Source: an optimization exercise on an open RTL-to-GDS flow (aim: small area). Production flows keep margins and buffers that such runs may drop. At most, simulation tests tie the RTL to the original design; equivalence was not proved. Only the layout flow was run in runs 1 and 5; the RTL was not checked for function there. In every run shown here, the design's own scripts or RTL, not TritonCTS, make the clock network. No driver is modelled on the clock port, so clock power and skew are understated where the tree is cut down; a real chip needs a root buffer or a tree. Power is estimated from default activity; no workload was simulated.

### flow/design.v
module simple_spi_wb_bridge (
    input wire clk,
    input wire rst,
    input wire spi_sclk,
    input wire spi_mosi,
    output wire spi_miso,
    input wire spi_cs_n,
    output reg [15:0] wb_adr_o,
    output wire [7:0] wb_dat_o,
    input wire [7:0] wb_dat_i,
    output wire wb_we_o,
    output wire wb_cyc_o,
    output wire wb_stb_o,
    input wire wb_ack_i
);
    reg spi_sclk_d1, spi_sclk_d2, spi_sclk_d3;
    always @(posedge clk) begin
        spi_sclk_d1 <= spi_sclk;
        spi_sclk_d2 <= spi_sclk_d1;
        spi_sclk_d3 <= spi_sclk_d2;
    end
    wire spi_cs_active = !spi_cs_n;
    wire sclk_rise = spi_sclk_d2 && !spi_sclk_d3;
    reg       kind;
    reg [4:0] pos;
    reg [7:0] shift;        
    reg       start;        
    reg       cyc;
    wire in_byte1 = (pos[4:3] == 2'd0);
    wire in_byte4 = (pos[4:3] == 2'd3);
    wire tx_phase = !kind && in_byte4;
    assign spi_miso = !tx_phase | shift[7];
    assign wb_dat_o = shift;
    assign wb_we_o  = kind;
    assign wb_cyc_o = cyc;
    assign wb_stb_o = cyc;
    wire pos_clear = !spi_cs_active || (kind && in_byte1);
    always @(posedge clk) begin
        if (pos_clear)
            pos <= 5'd0;
        else if (sclk_rise)
            pos <= pos + 5'd1;
    end
    always @(posedge clk) begin
        if (!spi_cs_active)
            kind <= 1'b0;
        else if (sclk_rise && ((in_byte1 && spi_mosi) || pos == 5'd31))
            kind <= 1'b1;
    end
    always @(posedge clk) begin
        start <= spi_cs_active && sclk_rise && (pos[4] && pos[2] && pos[1] && pos[0]) &&
                 (kind == pos[3]);
    end
    always @(posedge clk or posedge rst) begin
        if (rst)
            cyc <= 1'b0;
        else if (start)
            cyc <= 1'b1;
        else if (wb_ack_i)
            cyc <= 1'b0;
    end
    always @(posedge clk) begin
        if (wb_ack_i)
            shift <= wb_dat_i;
        else if (sclk_rise)
            shift <= {shift[6:0], spi_mosi};
    end
    always @(posedge clk) begin
        if (sclk_rise && !in_byte4)
            wb_adr_o <= {wb_adr_o[14:0], spi_mosi};
    end
endmodule
### flow/flow/run.sh
#!/bin/bash
# The standard layout (standard.sh), with these changes:
# - synthesis maps the combinational logic with an area-oriented abc script
#   (flow/synth.tcl, flow/area.abc); registers are mapped as in the standard
#   synthesis;
# - the port buffers are the smallest buffer cell;
# - the clock tree is three buffers driven by the clock port, each driving a
#   third of the registers (flow/clock_tree.tcl).
# Each tool's log is in orfs/logs/; make's own output is in standard.log.
set -o pipefail
here=$(pwd)
export AREA_ABC_SCRIPT=$here/flow/area.abc
export CLK_BUF=sky130_fd_sc_hd__buf_4
export CLK_BUF_COUNT=3
bash standard.sh finish \
  "SYNTH_SCRIPT=$here/flow/synth.tcl" \
  "AREA_ABC_SCRIPT=$here/flow/area.abc" \
  "BUFFER_PORTS_ARGS=-buffer_cell sky130_fd_sc_hd__buf_1" \
  "PRE_CTS_TCL=$here/flow/clock_tree.tcl" \
  > standard.log 2>&1
### flow/flow/area.abc
strash
balance
rewrite
refactor
balance
rewrite
rewrite -z
balance
refactor -z
rewrite -z
balance
balance
rewrite
refactor
balance
rewrite
rewrite -z
balance
refactor -z
rewrite -z
balance
dch -f
amap
topo
### flow/flow/clock_tree.tcl
# Clock tree made by hand, in place of clock_tree_synthesis (run as the
# PRE_CTS_TCL hook of ORFS's cts.tcl). The clock port drives CLK_BUF_COUNT
# buffers of type CLK_BUF; each drives the registers of one horizontal band
# of the placement and is placed at their centroid (legalised afterwards by
# cts.tcl's detailed_placement). All registers are one buffer from the port.
set block [ord::get_db_block]
set clknet [[$block findBTerm clk] getNet]
set master [[ord::get_db] findMaster $::env(CLK_BUF)]
set n $::env(CLK_BUF_COUNT)
set sinks {}
foreach it [$clknet getITerms] {
  set b [[$it getInst] getBBox]
  lappend sinks [list $it [$b xMin] [$b yMin]]
}
set sinks [lsort -integer -index 2 $sinks]
set total [llength $sinks]
for {set k 0} {$k < $n} {incr k} {
  set lo [expr {$k * $total / $n}]
  set hi [expr {($k + 1) * $total / $n - 1}]
  set group [lrange $sinks $lo $hi]
  set buf [odb::dbInst_create $block $master clkbuf_$k]
  set net [odb::dbNet_create $block clk_buf_$k]
  $net setSigType CLOCK
  set sx 0; set sy 0
  foreach s $group {
    set it [lindex $s 0]
    $it disconnect
    $it connect $net
    incr sx [lindex $s 1]; incr sy [lindex $s 2]
  }
  [$buf findITerm A] connect $clknet
  [$buf findITerm X] connect $net
  set cnt [llength $group]
  $buf setLocation [expr {$sx / $cnt}] [expr {$sy / $cnt}]
  $buf setPlacementStatus PLACED
  puts "clock_tree.tcl: [$buf getName] ($::env(CLK_BUF)) drives $cnt registers"
}
# cts.tcl calls clock_tree_synthesis next: the tree is already built.
rename clock_tree_synthesis {}
proc clock_tree_synthesis {args} {
  puts "clock_tree.tcl: clock tree built by hand, clock_tree_synthesis skipped"
  set_propagated_clock [all_clocks]
}
### flow/flow/synth.tcl
# The standard synthesis (synth_recipe.tcl), with the combinational logic
# mapped by an area-oriented abc script. Registers are mapped by dfflibmap
# before abc runs, exactly as in the standard synthesis.
proc synth {args} { yosys synth -nofsm -noshare {*}$args }
proc abc {args} {
  set i [lsearch -exact $args -script]
  if {$i >= 0} { set args [lreplace $args $i [expr {$i + 1}] -script $::env(AREA_ABC_SCRIPT)] }
  yosys abc {*}$args
}
source $::env(SCRIPTS_DIR)/synth.tcl
# left out here: clear keep_hierarchy, flatten, clean up, hide names made inside functions, write 1_2_yosys.v
### flow/standard.sh
#!/bin/bash
# synth_recipe.tcl (not shown) runs the flow's synth.tcl, then flattens the netlist and writes it again
# the make line also repeats each setting of config.mk as NAME=value (left out here)
make -C /OpenROAD-flow-scripts/flow DESIGN_CONFIG=/design/flow/config.mk WORK_HOME=/design/flow/orfs CLKGATE_MAP_FILE= SYNTH_SCRIPT=/design/flow/synth_recipe.tcl "${@:-finish}"
### flow/config.mk
export PLATFORM = sky130hd
export DESIGN_NAME = simple_spi_wb_bridge
export DESIGN_NICKNAME = simple_spi_wb_bridge
export VERILOG_FILES = /design/flow/design.v
export SDC_FILE = /design/flow/constraint.sdc
export NUM_CORES = 4
export LEC_CHECK = 0
export CAP_MARGIN = 20
export CORE_MARGIN = 2
export CORE_UTILIZATION = 40
export SLEW_MARGIN = 20
### flow/constraint.sdc
create_clock -name core_clock -period 5.0 [get_ports {clk}]
set_input_delay 1.0000 -clock core_clock [delete_from_list [all_inputs] [get_ports {clk}]]
set_output_delay 1.0000 -clock core_clock [all_outputs]
set_load 0.01 [all_outputs]
==> flow_summary.json, run 1 <==
{
  "outcome": "timing/DRC/antenna clean",
  "min_period_over_period_pct": 43.8,
  "crit_type": "in2reg",
  "ys_seq_elements": 35,
  "gr-total-overflow": 0,
  "fillerInstances": 271,
  "hpwlAfterDp_um": 1580,
  "synth_area_um2": 1230,
  "worst_path_largest_cell_delay_ns": 0.37,
  "setup_violations": 0,
  "p_leak_nw": 0.496,
  "port_buffers": 41,
  "worst_slew_pin_slew_ns": 0.626,
  "holdBufCountCts": 0,
  "grt_max_degree": 17,
  "ctsResizeCount": 0,
  "required_ns": 4.82,
  "synth_common_cells": "edfxtp_1 (24), nor2_1 (13), dfxtp_1 (10)",
  "synth-seq-area-share_pct": 77.1,
  "cts_setup_buffers": 0,
  "holdWs_ns": 0.349,
  "finalClockSkew_ns": 0.00649,
  "finalHoldViolations": 0,
  "drv_cap": 0,
  "internal_power_w": 0.000371,
  "power_density_nw_per_um2": 325,
  "grt_pass1_wl_um": 3190,
  "die_h_um": 59.4,
  "drt-pass1-iter-count": 4,
  "reg2regPathDepth": 4,
  "track_usage_pct": 11.6,
  "hold_path_class": "reg2reg",
  "slew_headroom_pct": 57.8,
  "switching_share_pct": 20.8,
  "drive_above_1_share_pct": 3.13,
  "fmax_ghz": 0.456,
  "die_w_um": 59.4,
  "end_kind": "flop",
  "core_um2": 2980,
  "yosysMostFrequentCell": "edfxtp_1",
  "start_util_pct": 41.2,
  "switchingPower_w": 0.0000978,
  "synth_ff_type": "edfxtp_1",
  "drt_wl_total_um": 2080,
  "syn_avg_cell_area_um2": 14.6,
  "wl_per_cell_um": 12.9,
  "ir_drop_mv": 0.137,
  "synth_edf_count": 24,
  "fin_nets": 146,
  "critPathSlowestCell": "nand2_1",
  "ant_nets": 0,
  "yosysUniqueCellTypes": 20,
  "rsz0062_at_grt": "no",
  "insertedDiodeCount": 0,
  "vias_per_cell": 4.88,
  "tns_ns": 0,
  "io_pins": 42,
  "path_cells": "buf_1 -> clkinv_1 -> nand2_1",
  "ys_warn_count": 1,
  "routabilityCongestion": 0.759,
  "yosys-top-cells-area": "edfxtp_1 (59%), dfxtp_1 (16%), o22a_1 (5.7%), nor2_1 (4.0%), dfrtp_1 (2.0%)",
  "antenna_found_initial": 0,
  "clkLatencyLatePin_ns": 0.14,
  "arrival_ns": 2.01,
  "seq_power_share_pct": 71.0,
  "drt_iter0_drc": 5,
  "synth_top_area_share_pct": 58.8,
  "yosys.area.top_type": "edfxtp_1",
  "period_minus_slack_ns": 2.19,
  "timing.final.max_slew_violations": 0,
  "async_flop_share_pct": 2.86,
  "synthCells": 84,
  "die_area_um2": 3520,
  "power.share.clock_pct": 21.0,
  "cp_max_fo": 10,
  "row_count": 20,
  "syn_nets": 100,
  "combPwrFrac_pct": 8.0,
  "vias": 786,
  "synthToLayoutAreaGrowth_pct": 17.8,
  "clkTransAtPathRegs_ns": 0.10,
  "first_global_vias": 689,
  "hold_path_depth": 0,
  "start_kind": "input port",
  "drc": 0
}
[state kept, by name, summed over array words and instances (netlist names)]
| register | cells |
|---|---|
| kind | 1 |
| pos | 5 |
| shift | 8 |
| spi_sclk_d3 | 1 |
| spi_sclk_d2 | 1 |
| cyc | 1 |
| start | 1 |
| wb_adr_o | 16 |
| spi_sclk_d1 | 1 |
[placed cells by master (no fill, tap or decap), drive strengths merged]
cell    netlist  routed
nand2         4       4
dfrtp         1       1
nor3          2       2
o21ai         1       1
a211oi        1       1
a21oi         2       2
ha            2       2
dfxtp        10      10
nor2         13      13
buf           1      45
o22a          8       8
and3          1       1
edfxtp       24      24
o22ai         2       2
clkinv        6       6
nor3b         1       1
a21o          1       1
nor2b         2       2
nand3b        1       1
nand3         1       1
[path summary, 6_finish.rpt]
check	slack, ns	from	endpoint
setup / recovery	2.81	wb_ack_i	shift[5]$_DFFE_PP_
hold / removal	0.35	spi_sclk_d1$_DFF_P_	spi_sclk_d2$_DFF_P_
setup reg to reg	3.41	spi_sclk_d2$_DFF_P_	wb_adr_o[15]$_DFFE_PP_
hold reg to reg	0.35	spi_sclk_d1$_DFF_P_	spi_sclk_d2$_DFF_P_
max in group asynchronous	4.28	rst	cyc$_DFFE_PP0P_
min in group asynchronous	0.64	rst	cyc$_DFFE_PP0P_
[per-stage QoR]
| stage | cells | area [µm²] | util [%] | power, W | setup WS (ns) |
|---|---|---|---|---|---|
| final | 161 | 1440 | 48.5 | 0.000469 | 2.81 |
| after global routing | 161 | 1440 | 48.5 | 0.000490 | 2.68 |
| after CTS | 161 | 1440 | 48.5 | 0.000475 | 2.82 |
| after detailed placement | 158 | 1420 | 47.7 | 0.000378 | 2.64 |
| after global placement | 158 | 1420 | 47.7 | 0.000376 | 2.72 |
| after floorplan | 84 | 1230 | - | 0.000360 | 3.03 |
[critical path: cells and delay by family]
family                 cells  cell delay [ns]
buffers and inverters      2             0.63
AND/OR/NAND/NOR            1             0.37
[cell families (layout without fill, tap and decap cells)]
| kind of cell | after synthesis | in the layout | synth area share, % |
|---|---|---|---|
| DFF | 35 | 35 | 77.1 |
| AOI/OAI and AO/OA | 15 | 15 | 9.18 |
| buffers and inverters | 7 | 51 | 2.45 |
| adders and majority gates | 2 | 2 | 2.04 |
| and+or+nand+nor | 25 | 25 | 9.18 |
[routing by layer]
layer	GRT usage, %	wire (µm)	vias to the layer above
met2	19.8	1040	18
li1	-	-	397
met3	0.873	71	0
met1	16.8	964	371
met4	0.974	0	0
met5	0	0	-
[layout make-up]
| class | count | area, µm² | share of cell area (%) |
|---|---|---|---|
| repair buffers | 42 | 161 | 11.2 |
| inverters | 6 | 22.5 | 1.56 |
| multi-input cells | 42 | 250 | 17.3 |
| plain buffers | 3 | 22.5 | 1.56 |
| well taps | 33 | 41.3 | 2.86 |
| flip-flops and latches | 35 | 946 | 65.5 |
[power by group through the flow]
stage                logic, W  registers, W  clock network, W
floorplan           0.0000158      0.000344                 0
detailed placement  0.0000383      0.000340                 0
finish              0.0000376      0.000333         0.0000986
global route        0.0000425      0.000335          0.000112
CTS                 0.0000383      0.000333          0.000103
global placement    0.0000370      0.000339                 0
==> inputs of run 2 (changes only) <==
--- a/flow/design.v
+++ b/flow/design.v
@@ -68,3 +68,3 @@
     always @(posedge clk) begin
-        if (sclk_rise && !in_byte4)
+        if (sclk_rise && !(kind && in_byte4))
             wb_adr_o <= {wb_adr_o[14:0], spi_mosi};
--- a/flow/flow/run.sh
+++ b/flow/flow/run.sh
@@ -2,3 +2,4 @@
 # The standard layout (standard.sh), with these changes:
-# - synthesis maps the combinational logic with an area-oriented abc script
+# - synthesis maps the combinational logic with an area-oriented abc script,
+#   without the adder step
 #   (flow/synth.tcl, flow/area.abc); registers are mapped as in the standard
==> flow/flow/area.abc (replaced) <==
strash
dc2
dc2
dch -f
amap
topo
--- a/flow/flow/synth.tcl
+++ b/flow/flow/synth.tcl
@@ -1,4 +1,6 @@
 # The standard synthesis (synth_recipe.tcl), with the combinational logic
-# mapped by an area-oriented abc script. Registers are mapped by dfflibmap
-# before abc runs, exactly as in the standard synthesis.
+# mapped by an area-oriented abc script, and without ORFS's adder step (which
+# maps adders to half-adder cells before abc, out of abc's reach). Registers
+# are mapped by dfflibmap before abc runs, exactly as in the standard
+# synthesis.
 proc synth {args} { yosys synth -nofsm -noshare {*}$args }
@@ -9,2 +11,3 @@
 }
+set ::env(ADDER_MAP_FILE) ""
 source $::env(SCRIPTS_DIR)/synth.tcl
--- a/flow/config.mk
+++ b/flow/config.mk
@@ -8,4 +8,4 @@
 export CAP_MARGIN = 20
-export CORE_MARGIN = 2
-export CORE_UTILIZATION = 40
+export CORE_AREA = 2 2 62 62
+export DIE_AREA = 0 0 64 64
 export SLEW_MARGIN = 20
==> flow_summary.json, run 2 <==
{
  "outcome": "timing/DRC/antenna clean",
  "wl_per_cell_um": 12.6,
  "yosys.area.top_type": "edfxtp_1",
  "port_buffers": 41,
  "holdBufCountCts": 0,
  "hold_path_class": "reg2reg",
  "first_global_vias": 707,
  "clkTransAtPathRegs_ns": 0.09,
  "drc": 0,
  "drv_cap": 0,
  "routabilityCongestion": 0.882,
  "track_usage_pct": 9.67,
  "seq_power_share_pct": 71.9,
  "wl_met2_um": 915,
  "worst_path_largest_cell_delay_ns": 0.36,
  "min_period_over_period_pct": 43.5,
  "timing.final.max_slew_violations": 0,
  "finalClockSkew_ns": 0.0122,
  "die_h_um": 64,
  "largest-register": "wb_adr_o",
  "ir_drop_mv": 0.120,
  "rrSetupSlack_ns": 3.11,
  "critPathLaunch": "wb_ack_i",
  "switching_share_pct": 20.0,
  "dr_wl_met3_um": 151,
  "async_flop_share_pct": 2.86,
  "vias_per_cell": 4.56,
  "final_cell_mix": "buf_1 (41), edfxtp_1 (24), dfxtp_1 (10)",
  "tns_ns": 0,
  "grt_pass1_wl_um": 3270,
  "path_cells": "buf_1 -> clkinv_1 -> nand2_1",
  "worst_slew_pin_slew_ns": 0.910,
  "cpLargestDelayFamily": "buffers and inverters",
  "row_count": 21,
  "ctsResizeCount": 0,
  "ys_warn_count": 1,
  "top_layer": "met4",
  "synth_edf_count": 24,
  "ant_nets": 0,
  "synth_top_area_share_pct": 61.0,
  "stdcell_count": 167,
  "finalHoldViolations": 0,
  "place_inst": 164,
  "cp_max_fo": 10,
  "die_area_um2": 4100,
  "antenna_found_initial": 0,
  "grt_max_degree": 17,
  "switchingPower_w": 0.0000921,
  "drive_above_1_share_pct": 3.31,
  "reg2regPathDepth": 3,
  "internal_power_w": 0.000369,
  "insertedDiodeCount": 0,
  "r2r-end": "wb_adr_o[14]$_DFFE_PP_",
  "setup_violations": 0,
  "largest_reg_flops": 16,
  "cp-endpoint": "shift[3]$_DFFE_PP_",
  "drt-pass1-iter-count": 5,
  "largestRegisters": "wb_adr_o (16), shift (8), pos (5)",
  "hpwlAfterDp_um": 1640,
  "cts_setup_buffers": 0,
  "critPathBufInv": 2,
  "period_minus_slack_ns": 2.17,
  "start_util_pct": 34.9,
  "gr-total-overflow": 0,
  "start_kind": "input port",
  "fillerInstances": 332,
  "final_common_cell": "buf_1",
  "synthCells": 78,
  "fmax_ghz": 0.460,
  "power_density_nw_per_um2": 326,
  "die_w_um": 64,
  "yosys-top-cells-area": "edfxtp_1 (61%), dfxtp_1 (17%), o22a_1 (5.9%), clkinv_1 (2.2%), nor2_1 (2.2%)",
  "synth_ff_type": "edfxtp_1",
  "r2r-start": "spi_sclk_d2$_DFF_P_",
  "critPathSlowestCell": "nand2_1",
  "drt_wl_total_um": 2110,
  "required_ns": 4.82,
  "wl_met1_um": 1020,
  "yosysMostFrequentCell": "edfxtp_1",
  "vias": 762,
  "syn_avg_cell_area_um2": 15.2,
  "synth_area_um2": 1180,
  "p_leak_nw": 0.466,
  "yosysUniqueCellTypes": 17,
  "arrival_ns": 1.99,
  "slew_headroom_pct": 39.2,
  "clkLatencyLatePin_ns": 0.14,
  "drt_iter0_drc": 40,
  "syn_nets": 92,
  "combPwrFrac_pct": 7.3,
  "end_kind": "flop",
  "ys_seq_elements": 35,
  "synthToLayoutAreaGrowth_pct": 19.7,
  "core_um2": 3390,
  "fin_nets": 137,
  "cp.depth": 3,
  "rsz0062_at_grt": "no",
  "synth_common_cells": "edfxtp_1 (24), dfxtp_1 (10), o22a_1 (8)",
  "io_pins": 42,
  "crit_type": "in2reg",
  "power.share.clock_pct": 20.8,
  "synth-seq-area-share_pct": 80.0
}
[run 2: changes by cell type after synthesis, moves of 2 or more]
cell and change:
ha_1 -2, a21oi_1 -2, o21ai_0 +2, a31oi_1 +2, nand2_1 +2, nor2_1 -6
o22ai_1 -2
[run 2: final cells by class]
type	instances	area (µm²)	share of cell area [%]
inverters	7	26.3	1.86
well taps	46	57.6	4.07
multi-input cells	35	209	14.8
repair buffers	41	154	10.9
plain buffers	3	22.5	1.59
flip-flops and latches	35	946	66.8
[run 2: metrics by stage]
step	util [%]	cell area, µm²	hold slack (ns)	power, W	worst slack (ns)
after global placement	41.1	1390	0.311	0.000371	2.71
after global routing	41.7	1420	0.344	0.000480	2.69
after detailed placement	41.1	1390	0.317	0.000372	2.66
final	41.7	1420	0.337	0.000461	2.83
after floorplan	-	1180	0.310	0.000355	3.08
after CTS	41.7	1420	0.341	0.000466	2.82
[run 2: worst min-delay path by stage]
stage                        start  cells after the start             endpoint
3_5_place_dp   spi_sclk_d1$_DFF_P_                      0  spi_sclk_d2$_DFF_P_
2_1_floorplan  spi_sclk_d1$_DFF_P_                      0  spi_sclk_d2$_DFF_P_
3_3_place_gp   spi_sclk_d1$_DFF_P_                      0  spi_sclk_d2$_DFF_P_
4_1_cts        spi_sclk_d1$_DFF_P_                      0  spi_sclk_d2$_DFF_P_
5_1_grt        spi_sclk_d1$_DFF_P_                      0  spi_sclk_d2$_DFF_P_
6_report       spi_sclk_d1$_DFF_P_                      0  spi_sclk_d2$_DFF_P_
[run 2: per-layer routing]
layer	up-vias	track usage [%]
met2	31	15.2
met3	2	1.41
met5	-	0
met1	355	14.5
li1	374	-
met4	0	1.36
[run 2: power by group through the flow]
stage	logic, W	registers [W]	clock network, W
6_report	0.0000336	0.000331	0.0000958
5_1_grt	0.0000375	0.000333	0.000109
4_1_cts	0.0000343	0.000332	0.000100
3_5_place_dp	0.0000343	0.000338	0
3_3_place_gp	0.0000334	0.000338	0
2_1_floorplan	0.0000129	0.000342	0
[run 2: logic make-up (layout without fill, tap and decap cells)]
group / after synthesis / in the layout / share of synthesized area, %
AOI/OAI and AO/OA: 15 / 15 / 9.52
and+or+nand+nor: 20 / 20 / 7.62
buffers and inverters: 8 / 51 / 2.86
DFF: 35 / 35 / 80.0
[run 2: worst reg2reg max path, delay by kind of cell, from the launching register on]
kind,cells,cell delay (ns)
compound gates,1,0.74
flops,1,0.33
simple gates,1,0.27
buf+inv,1,0.18
==> inputs of run 3 (changes only) <==
==> flow/flow/area.abc (replaced) <==
strash
balance
rewrite
refactor
balance
rewrite
rewrite -z
balance
refactor -z
rewrite -z
balance
dch -f
amap -F 20 -A 30 -C 5000
topo
==> flow_summary.json, run 3 <==
{
  "synth_area_um2": 1180,
  "largest-register": "wb_adr_o",
  "core_um2": 3390,
  "start_kind": "flop",
  "final_area_um2": 1420,
  "port_buffers": 41,
  "antenna_found_initial": 0,
  "gr-total-overflow": 0,
  "ctsResizeCount": 0,
  "outcome": "timing/DRC/antenna clean",
  "drv_cap": 0,
  "min_period_over_period_pct": 48.2,
  "stdcell_count": 165,
  "ant_nets": 0,
  "hpwlAfterDp_um": 1600,
  "track_usage_pct": 9.64,
  "place_inst": 162,
  "yosysUniqueCellTypes": 17,
  "insertedDiodeCount": 0,
  "arrival_ns": 1.41,
  "vias_per_cell": 4.75,
  "timing.final.max_slew_violations": 0,
  "p_leak_nw": 0.481,
  "end_kind": "output port",
  "synth_edf_count": 24,
  "ys_seq_elements": 35,
  "holdBufCountCts": 0,
  "synth_common_cells": "edfxtp_1 (24), dfxtp_1 (10), a22o_1 (8)",
  "synthCells": 76,
  "die_w_um": 64,
  "syn_nets": 90,
  "setup_violations": 0,
  "clkTransAtPathRegs_ns": 0.11,
  "io_pins": 42,
  "clkLatencyLatePin_ns": 0.14,
  "grt_pass1_wl_um": 3250,
  "synth-seq-area-share_pct": 80.0,
  "finalHoldViolations": 0,
  "synth_top_area_share_pct": 61.0,
  "grt_max_degree": 17,
  "finalClockSkew_ns": 0.00330,
  "largestRegisters": "wb_adr_o (16), shift (8), pos (5)",
  "path_cells": "clkinv_1 -> or4_1 -> buf_1",
  "vias": 784,
  "required_ns": 4.00,
  "drt_iter0_drc": 39,
  "cp_max_fo": 5,
  "power_density_nw_per_um2": 331,
  "syn_avg_cell_area_um2": 15.6,
  "yosys-top-cells-area": "edfxtp_1 (61%), dfxtp_1 (17%), a22o_1 (5.9%), clkinv_1 (2.2%), dfrtp_1 (2.1%)",
  "die_h_um": 64,
  "slew_headroom_pct": 40.2,
  "die_area_um2": 4100,
  "fmax_ghz": 0.415,
  "worst_slew_pin_slew_ns": 0.894,
  "yosys.area.top_type": "edfxtp_1",
  "fillerInstances": 342,
  "synthToLayoutAreaGrowth_pct": 19.7,
  "period_minus_slack_ns": 2.41,
  "crit_type": "reg2out",
  "worst_path_largest_cell_delay_ns": 0.53,
  "async_flop_share_pct": 2.86,
  "hold_path_class": "reg2reg",
  "synth_ff_type": "edfxtp_1",
  "row_count": 21,
  "p_total_w": 0.000468,
  "first_global_vias": 700,
  "largest_reg_flops": 16,
  "setup_slack_ns": 2.59,
  "ys_warn_count": 1,
  "cts_setup_buffers": 0,
  "final_common_cell": "buf_1",
  "wl_per_cell_um": 12.9,
  "critPathSlowestCell": "or4_1",
  "drt_wl_total_um": 2130,
  "ir_drop_mv": 0.119,
  "placed_area_um2": 1390,
  "yosysMostFrequentCell": "edfxtp_1",
  "place_ws_ns": 2.66,
  "tns_ns": 0,
  "rsz0062_at_grt": "no",
  "final_cell_mix": "buf_1 (41), edfxtp_1 (24), dfxtp_1 (10)",
  "routabilityCongestion": 0.787,
  "drc": 0,
  "drive_above_1_share_pct": 3.36,
  "drt-pass1-iter-count": 4,
  "start_util_pct": 34.9,
  "fin_nets": 135
}
==> run 3: cell types whose count changed after synthesis, sizes merged <==
cell	before	now
a22o	0	8
o22a	8	0
nor2	7	3
a21oi	0	3
nor3	2	0
a2111oi	0	1
a211oi	1	0
a31oi	2	3
nand2	6	5
nor4	1	0
o21ai	3	4
or4	0	1
==> run 3: area by class of cell <==
type                            count  area, µm²  area share (%)
Sequential cell                    35        946            66.8
Buffer                              3       22.5            1.59
Inverter                            7       26.3            1.86
Multi-Input combinational cell     33        209            14.8
Timing Repair Buffer               41        154            10.9
Tap cell                           46       57.6            4.07
==> run 3: logic make-up (layout without fill, tap and decap cells) <==
kind of cell | Yosys count | after routing | synth area share, %
AO/OA/AOI/OAI | 20 | 20 | 11.9
buffers and inverters | 8 | 51 | 2.86
flip-flops | 35 | 35 | 80.0
AND/OR/NAND/NOR | 13 | 13 | 5.29
==> run 3: path summary, 6_finish.rpt <==
path                                               to  slack [ns]  cells after the start           startpoint
max in group asynchronous             cyc$_DFFE_PP0P_        4.27                      2                  rst
worst max-delay path                         spi_miso        2.59                      3  pos[3]$_SDFFE_PP0P_
worst max register to register  wb_adr_o[6]$_DFFE_PP_        3.09                      3  spi_sclk_d2$_DFF_P_
worst min register to register    spi_sclk_d2$_DFF_P_        0.34                      0  spi_sclk_d1$_DFF_P_
min in group asynchronous             cyc$_DFFE_PP0P_        0.65                      2                  rst
worst min-delay path              spi_sclk_d2$_DFF_P_        0.34                      0  spi_sclk_d1$_DFF_P_
==> run 3: power breakdown <==
part / leakage [nW] / internal, W / switching (W)
Sequential: 0.328 / 0.000325 / 0.00000730
Clock: 0.0144 / 0.0000317 / 0.0000695
Combinational: 0.139 / 0.0000127 / 0.0000215
==> run 3: metal layers <==
layer	part of all wire, %	GRT usage (%)	up-vias
li1	-	-	379
met1	45	14.2	358
met2	44	15.1	43
met3	8.7	1.58	4
met4	1.7	1.90	0
met5	0	0	-
==> run 3: critical path, delay by kind of cell, from the launching register on <==
| family | cells | cell delay, ns |
|---|---|---|
| simple gates | 1 | 0.53 |
| flops | 1 | 0.41 |
| buf+inv | 2 | 0.32 |
==> run 3: stage by stage <==
| stage | utilization, % | hold WS (ns) |
|---|---|---|
| detailed placement | 41.1 | 0.314 |
| global route | 41.7 | 0.353 |
| finish | 41.7 | 0.338 |
| CTS | 41.7 | 0.340 |
| floorplan | - | 0.310 |
| global placement | 41.1 | 0.312 |
==> inputs of run 4 (changes only) <==
--- a/flow/design.v
+++ b/flow/design.v
@@ -26,3 +26,2 @@
     reg [7:0] shift;        
-    reg       start;        
     reg       cyc;
@@ -30,3 +29,5 @@
     wire in_byte4 = (pos[4:3] == 2'd3);
+    wire done = kind ? in_byte1 : in_byte4;
     wire tx_phase = !kind && in_byte4;
+    wire bus_start = done && (pos[2:0] == 3'd0);
     assign spi_miso = !tx_phase | shift[7];
@@ -36,6 +37,7 @@
     assign wb_stb_o = cyc;
-    wire pos_clear = !spi_cs_active || (kind && in_byte1);
     always @(posedge clk) begin
-        if (pos_clear)
+        if (!spi_cs_active)
             pos <= 5'd0;
+        else if (done)
+            pos[0] <= 1'b1;
         else if (sclk_rise)
@@ -46,8 +48,4 @@
             kind <= 1'b0;
-        else if (sclk_rise && ((in_byte1 && spi_mosi) || pos == 5'd31))
+        else if (sclk_rise && in_byte1 && spi_mosi)
             kind <= 1'b1;
-    end
-    always @(posedge clk) begin
-        start <= spi_cs_active && sclk_rise && (pos[4] && pos[2] && pos[1] && pos[0]) &&
-                 (kind == pos[3]);
     end
@@ -56,3 +54,3 @@
             cyc <= 1'b0;
-        else if (start)
+        else if (bus_start)
             cyc <= 1'b1;
==> flow/flow/area.abc (replaced) <==
strash
dc2
dc2
dch -f
amap
topo
==> flow_summary.json, run 4 <==
{
  "die_h_um": 64,
  "largestRegisters": "wb_adr_o (16), shift (8), pos (5)",
  "routabilityCongestion": 0.766,
  "hold_path_class": "reg2reg",
  "power.share.clock_pct": 20.6,
  "gr-total-overflow": 0,
  "yosys-top-cells-area": "edfxtp_1 (61%), dfxtp_1 (15%), o22a_1 (5.2%), clkinv_1 (2.9%), nor2_1 (2.2%)",
  "seq_power_share_pct": 70.8,
  "fmax_ghz": 0.457,
  "vias": 769,
  "largest_reg_flops": 16,
  "synth_area_um2": 1180,
  "start_util_pct": 34.8,
  "insertedDiodeCount": 0,
  "synth_edf_count": 24,
  "final_common_cell": "buf_1",
  "first_global_vias": 701,
  "drt_iter0_drc": 41,
  "ys_seq_elements": 34,
  "cts_setup_buffers": 0,
  "drive_above_1_share_pct": 3.31,
  "port_buffers": 41,
  "finalClockSkew_ns": 0.00850,
  "track_usage_pct": 9.39,
  "die_w_um": 64,
  "switching_share_pct": 20.9,
  "io_pins": 42,
  "path_cells": "buf_1 -> clkinv_1 -> nand2_1",
  "clkLatencyLatePin_ns": 0.14,
  "combPwrFrac_pct": 8.6,
  "slew_headroom_pct": 37.5,
  "worst_path_largest_cell_delay_ns": 0.38,
  "ir_drop_mv": 0.101,
  "worst_slew_pin_slew_ns": 0.935,
  "ys_warn_count": 1,
  "ctsResizeCount": 0,
  "synth_common_cells": "edfxtp_1 (24), clkinv_1 (9), dfxtp_1 (9)",
  "yosysMostFrequentCell": "edfxtp_1",
  "crit_type": "in2reg",
  "vias_per_cell": 4.60,
  "yosys.area.top_type": "edfxtp_1",
  "drc": 0,
  "fin_nets": 137,
  "p_leak_nw": 0.447,
  "grt_pass1_wl_um": 3190,
  "grt_max_degree": 17,
  "synth_top_area_share_pct": 61.1,
  "drt-pass1-iter-count": 4,
  "synthToLayoutAreaGrowth_pct": 19.7,
  "cp_max_fo": 11,
  "synth-seq-area-share_pct": 78.6,
  "hpwlAfterDp_um": 1660,
  "holdBufCountCts": 0,
  "required_ns": 4.82,
  "drt_wl_total_um": 2080,
  "critPathSlowestCell": "nand2_1",
  "final_cell_mix": "buf_1 (41), edfxtp_1 (24), clkinv_1 (9), dfxtp_1 (9)",
  "period_minus_slack_ns": 2.19,
  "synthCells": 78,
  "ant_nets": 0,
  "yosysUniqueCellTypes": 21,
  "syn_avg_cell_area_um2": 15.1,
  "rrSetupSlack_ns": 3.14,
  "power_density_nw_per_um2": 326,
  "setup_violations": 0,
  "switchingPower_w": 0.0000961,
  "wl_per_cell_um": 12.5,
  "core_um2": 3390,
  "finalHoldViolations": 0,
  "internal_power_w": 0.000364,
  "arrival_ns": 2.01,
  "drv_cap": 0,
  "async_flop_share_pct": 2.94,
  "start_kind": "input port",
  "rsz0062_at_grt": "no",
  "row_count": 21,
  "end_kind": "flop",
  "timing.final.max_slew_violations": 0,
  "tns_ns": 0,
  "die_area_um2": 4100,
  "clkTransAtPathRegs_ns": 0.09,
  "syn_nets": 92,
  "min_period_over_period_pct": 43.8,
  "largest-register": "wb_adr_o",
  "synth_ff_type": "edfxtp_1",
  "p_total_w": 0.000461,
  "outcome": "timing/DRC/antenna clean",
  "antenna_found_initial": 0
}
[run 4: path summary, 6_finish.rpt]
| check | to | start | cells after the start |
|---|---|---|---|
| max reg2reg | pos[4]$_SDFFE_PP0P_ | kind$_SDFFE_PP0P_ | 10 |
| min in group asynchronous | cyc$_DFFE_PP0P_ | rst | 2 |
| min | spi_sclk_d2$_DFF_P_ | spi_sclk_d1$_DFF_P_ | 0 |
| min reg2reg | spi_sclk_d2$_DFF_P_ | spi_sclk_d1$_DFF_P_ | 0 |
| max | shift[6]$_DFFE_PP_ | wb_ack_i | 3 |
| max in group asynchronous | cyc$_DFFE_PP0P_ | rst | 2 |
[run 4: layout make-up]
class,count,area (µm²)
fillers,356,1980
inverters,9,33.8
multi-input cells,34,218
flip-flops and latches,34,926
plain buffers,3,22.5
well taps,46,57.6
repair buffers,41,154
[run 4: critical path, delay by kind of cell]
kind	cells	cell delay (ns)
and+or+nand+nor	1	0.38
buffers and inverters	2	0.63
[run 4: kinds of logic (layout without fill, tap and decap cells)]
logic type      count (synthesis)  after routing  synth area share [%]
flops                          34             34                  78.6
compound gates                 17             17                  11.0
simple gates                   17             17                  6.90
buf+inv                        10             53                  3.50
[run 4: stage by stage]
stage          cells  util (%)  setup slack, ns  instance area (µm²)  hold WS (ns)
6_report         167      41.6             2.81                 1410         0.339
5_1_grt          167      41.6             2.70                 1410         0.346
4_1_cts          167      41.6             2.80                 1410         0.343
3_5_place_dp     164      41.0             2.63                 1390         0.318
3_3_place_gp     164      41.0             2.77                 1390         0.314
2_1_floorplan     78         -             3.12                 1180         0.310
[run 4: per-layer routing]
| layer | track usage, % | vias up | wire length (µm) | share of wire, % |
|---|---|---|---|---|
| li1 | - | 373 | - | - |
| met1 | 12.8 | 364 | 919 | 44 |
| met2 | 16.3 | 29 | 969 | 47 |
| met3 | 1.41 | 3 | 168 | 8.1 |
| met5 | 0 | - | 0 | 0 |
| met4 | 1.09 | 0 | 25 | 1.2 |
[run 4: power groups by stage]
stage | Sequential (W) | Clock [W] | Combinational, W
floorplan | 0.000337 | 0 | 0.0000176
global placement | 0.000332 | 0 | 0.0000393
detailed placement | 0.000333 | 0 | 0.0000402
CTS | 0.000326 | 0.000100 | 0.0000405
global route | 0.000328 | 0.000111 | 0.0000440
finish | 0.000326 | 0.0000950 | 0.0000396
==> inputs of run 5 (changes only) <==
--- a/flow/design.v
+++ b/flow/design.v
@@ -24,10 +24,9 @@
     reg       kind;
-    reg [4:0] pos;
+    reg [1:0] byte_idx;
+    reg [2:0] bit_count;
     reg [7:0] shift;        
+    reg       start;        
     reg       cyc;
-    wire in_byte1 = (pos[4:3] == 2'd0);
-    wire in_byte4 = (pos[4:3] == 2'd3);
-    wire done = kind ? in_byte1 : in_byte4;
-    wire tx_phase = !kind && in_byte4;
-    wire bus_start = done && (pos[2:0] == 3'd0);
+    wire last_bit = (bit_count == 3'd7);
+    wire tx_phase = !kind && (byte_idx == 2'd3);
     assign spi_miso = !tx_phase | shift[7];
@@ -38,14 +37,22 @@
     always @(posedge clk) begin
-        if (!spi_cs_active)
-            pos <= 5'd0;
-        else if (done)
-            pos[0] <= 1'b1;
-        else if (sclk_rise)
-            pos <= pos + 5'd1;
+        if (!spi_cs_active) begin
+            bit_count <= 3'd0;
+            kind <= 1'b0;
+            byte_idx <= 2'd0;
+        end else if (sclk_rise) begin
+            bit_count <= bit_count + 3'd1;
+            if (byte_idx == 2'd0) begin
+                if (!kind) begin
+                    kind <= spi_mosi;
+                    if (last_bit)
+                        byte_idx <= 2'd1;
+                end
+            end else if (last_bit && !tx_phase) begin
+                byte_idx <= byte_idx + 2'd1;
+            end
+        end
     end
     always @(posedge clk) begin
-        if (!spi_cs_active)
-            kind <= 1'b0;
-        else if (sclk_rise && in_byte1 && spi_mosi)
-            kind <= 1'b1;
+        start <= spi_cs_active && sclk_rise && last_bit &&
+                 (kind ? (byte_idx == 2'd3) : (byte_idx == 2'd2));
     end
@@ -54,3 +61,3 @@
             cyc <= 1'b0;
-        else if (bus_start)
+        else if (start)
             cyc <= 1'b1;
@@ -66,3 +73,3 @@
     always @(posedge clk) begin
-        if (sclk_rise && !(kind && in_byte4))
+        if (sclk_rise && !(kind && byte_idx == 2'd3))
             wb_adr_o <= {wb_adr_o[14:0], spi_mosi};
--- a/flow/flow/run.sh
+++ b/flow/flow/run.sh
@@ -2,4 +2,3 @@
 # The standard layout (standard.sh), with these changes:
-# - synthesis maps the combinational logic with an area-oriented abc script,
-#   without the adder step
+# - synthesis maps the combinational logic with an area-oriented abc script
 #   (flow/synth.tcl, flow/area.abc); registers are mapped as in the standard
==> flow/flow/area.abc (replaced) <==
strash
balance
rewrite
refactor
balance
rewrite
rewrite -z
balance
refactor -z
rewrite -z
balance
balance
rewrite
refactor
balance
rewrite
rewrite -z
balance
refactor -z
rewrite -z
balance
dch -f
amap
topo
==> flow/flow/synth.tcl (replaced) <==
# The standard synthesis (synth_recipe.tcl), with the combinational logic
# mapped by an area-oriented abc script. Registers are mapped by dfflibmap
# before abc runs, exactly as in the standard synthesis.
proc synth {args} { yosys synth -nofsm -noshare {*}$args }
proc abc {args} {
  set i [lsearch -exact $args -script]
  if {$i >= 0} { set args [lreplace $args $i [expr {$i + 1}] -script $::env(AREA_ABC_SCRIPT)] }
  yosys abc {*}$args
}
source $::env(SCRIPTS_DIR)/synth.tcl
# left out here: clear keep_hierarchy, flatten, clean up, hide names made inside functions, write 1_2_yosys.v
--- a/flow/config.mk
+++ b/flow/config.mk
@@ -8,4 +8,4 @@
 export CAP_MARGIN = 20
-export CORE_AREA = 2 2 62 62
-export DIE_AREA = 0 0 64 64
+export CORE_MARGIN = 2
+export CORE_UTILIZATION = 40
 export SLEW_MARGIN = 20
==> flow_summary.json, run 5 <==
{
  "cp_max_fo": 10,
  "p_leak_nw": 0.511,
  "drt_iter0_drc": 9,
  "clkLatencyLatePin_ns": 0.14,
  "r2r-start": "spi_sclk_d2$_DFF_P_",
  "die_w_um": 59.7,
  "holdBufCountCts": 0,
  "period_minus_slack_ns": 2.18,
  "vias_per_cell": 5.02,
  "busiest_layer": "met2",
  "async_flop_share_pct": 2.86,
  "outcome": "timing/DRC/antenna clean",
  "place_inst": 152,
  "drv_cap": 0,
  "wl_per_cell_um": 13.1,
  "grt_pass1_wl_um": 3170,
  "critPathLaunch": "wb_ack_i",
  "synth_compound_area_share_pct": 12.7,
  "drc": 0,
  "ant_nets": 0,
  "grt_max_degree": 17,
  "synth_area_um2": 1240,
  "insertedDiodeCount": 0,
  "holdWs_ns": 0.338,
  "clkTransAtPathRegs_ns": 0.10,
  "core_um2": 3000,
  "synthSimpleGateAreaFrac_pct": 2.82,
  "ctsResizeCount": 0,
  "syn_nets": 97,
  "die_h_um": 59.7,
  "synth_edf_count": 24,
  "synthCells": 78,
  "slew_headroom_pct": 70.2,
  "antenna_found_initial": 0,
  "row_count": 20,
  "final_area_um2": 1460,
  "gr-total-overflow": 0,
  "yosysMostFrequentCell": "edfxtp_1",
  "final_util_pct": 48.6,
  "use_met3_pct": 0.866,
  "ir_drop_mv": 0.105,
  "ys_seq_elements": 35,
  "final_cell_mix": "buf_1 (41), edfxtp_1 (24), dfxtp_1 (10)",
  "synth_ff_type": "edfxtp_1",
  "largest_reg_flops": 16,
  "rsz0062_at_grt": "no",
  "synth-seq-area-share_pct": 76.1,
  "yosys.area.top_type": "edfxtp_1",
  "muxShareOfSynthArea_pct": 0,
  "rrSetupSlack_ns": 3.34,
  "finalClockSkew_ns": 0.00525,
  "tns_ns": 0,
  "drt-pass1-iter-count": 4,
  "post_synth_xor_area_fraction_pct": 0,
  "synth_top_family_by_area": "compound AO/OA/AOI/OAI gates",
  "drt_wl_total_um": 2020,
  "end_kind": "flop",
  "hold_path_class": "reg2reg",
  "final_common_cell": "buf_1",
  "arrival_ns": 2.00,
  "io_pins": 42,
  "r2r-end": "wb_adr_o[14]$_DFFE_PP_",
  "min_period_over_period_pct": 43.5,
  "stdcell_count": 155,
  "syn_avg_cell_area_um2": 15.9,
  "setup_violations": 0,
  "largestRegisters": "wb_adr_o (16), shift (8), bit_count (3)",
  "worst_slew_pin_slew_ns": 0.446,
  "routabilityCongestion": 0.730,
  "fin_nets": 143,
  "port_buffers": 41,
  "yosys-top-cells-area": "edfxtp_1 (58%), dfxtp_1 (16%), o22a_1 (5.6%), ha_1 (5.0%), clkinv_1 (2.7%)",
  "first_global_vias": 754,
  "die_area_um2": 3570,
  "cts_setup_buffers": 0,
  "reg2regPathDepth": 4,
  "ys_warn_count": 1,
  "synth_top_area_share_pct": 58.0,
  "finalHoldViolations": 0,
  "crit_type": "in2reg",
  "power_density_nw_per_um2": 318,
  "timing.final.max_slew_violations": 0,
  "drive_above_1_share_pct": 3.28,
  "synthAdderAreaFrac_pct": 5.04,
  "yosysUniqueCellTypes": 19,
  "hpwlAfterDp_um": 1540,
  "synth_common_cells": "edfxtp_1 (24), dfxtp_1 (10), clkinv_1 (9)",
  "required_ns": 4.82,
  "use_met1_pct": 14.7,
  "use_met2_pct": 20.2,
  "vias": 778,
  "fmax_ghz": 0.460,
  "start_util_pct": 41.4,
  "cp-endpoint": "shift[5]$_DFFE_PP_",
  "track_usage_pct": 11.1,
  "synthToLayoutAreaGrowth_pct": 17.5,
  "placed_area_um2": 1440,
  "start_kind": "input port",
  "largest-register": "wb_adr_o"
}
run 5: changes by cell type in the layout (fill, tap and decap cells not counted), moves of 2 or more:
cell      delta
o21ai_0      +2
a211oi_1     -2
o221a_1      +2
ha_1         +5
a31oi_1      +2
nor2_1       -6
or2_0        -2
run 5: kinds of logic after synthesis:
| family | Yosys count |
|---|---|
| flip-flops | 35 |
| buffers and inverters | 10 |
| adder cells (fa/ha/maj) | 5 |
| AND/OR/NAND/NOR | 7 |
| AO/OA/AOI/OAI | 21 |
run 5: worst min path at each step:
stage | cells past startpoint | end | slack, ns | startpoint
2_1_floorplan | 0 | spi_sclk_d2$_DFF_P_ | 0.31 | spi_sclk_d1$_DFF_P_
3_3_place_gp | 0 | spi_sclk_d2$_DFF_P_ | 0.31 | spi_sclk_d1$_DFF_P_
3_5_place_dp | 0 | spi_sclk_d2$_DFF_P_ | 0.32 | spi_sclk_d1$_DFF_P_
4_1_cts | 0 | spi_sclk_d2$_DFF_P_ | 0.34 | spi_sclk_d1$_DFF_P_
5_1_grt | 0 | spi_sclk_d2$_DFF_P_ | 0.34 | spi_sclk_d1$_DFF_P_
6_report | 0 | spi_sclk_d2$_DFF_P_ | 0.34 | spi_sclk_d1$_DFF_P_
run 5: layout make-up:
class                   count  area, µm²
fillers                   286       1540
flip-flops and latches     35        946
multi-input cells          33        255
repair buffers             42        161
well taps                  33       41.3
inverters                   9       33.8
plain buffers               3       22.5
run 5: power breakdown:
group | total [W] | internal [W] | switching [W]
Combinational | 0.0000352 | 0.0000137 | 0.0000215
Clock | 0.0000964 | 0.0000316 | 0.0000648
Sequential | 0.000333 | 0.000325 | 0.00000730
Total | 0.000464 | 0.000371 | 0.0000936
run 5: stage by stage:
stage | total power (W) | setup WS [ns]
6_report | 0.000464 | 2.82
5_1_grt | 0.000483 | 2.67
3_5_place_dp | 0.000375 | 2.65
2_1_floorplan | 0.000357 | 2.96
3_3_place_gp | 0.000374 | 2.72
4_1_cts | 0.000469 | 2.81
run 5: per-layer routing:
layer  vias up  wire [µm]  share of wire (%)
met3         3         72                3.6
met5         -          0                  0
met2        21        989                 49
met1       370        924                 46
li1        384          -                  -
met4         0         38                1.9
run 5: worst max-delay path, stage by stage:
cell      delay (ns)
buf_1           0.30
clkinv_1        0.34
nand2_1         0.35

-- what the ideal ports hide --
No port has a modelled driver above. Below, the same layouts with a new extraction and two added sets of constraints. Step 1 assumes that a clkbuf_16 drives the clock port and a buf_2 every other input. Step 2 adds t to the input delays and takes it off the output delays; t is the mean of the earliest and latest rising clock arrival at the registers after step 1. Input paths then give back, and output paths get back, about the clock's delay inside the block. Three values: no drivers, after step 1, after step 2; two values: the first two.
run	t, ns	setup WS [ns]	worst hold slack (ns)	worst setup path after step 2
run 1	0.171	2.808 / 2.814 / 2.643	0.349 / 0.349 / 0.349	input to register
run 2	0.175	2.827 / 2.839 / 2.664	0.337 / 0.337 / 0.337	input to register
run 3	0.175	2.592 / 2.560 / 2.669	0.338 / 0.338 / 0.338	input to register
run 4	0.171	2.810 / 2.820 / 2.649	0.339 / 0.339 / 0.339	input to register
run 5	0.173	2.824 / 2.834 / 2.661	0.338 / 0.338 / 0.338	input to register
After both steps every run listed still meets setup and hold. The setup slack of run 1, which loses most, moves by +0.006 ns with the drivers and by -0.165 ns with both steps.
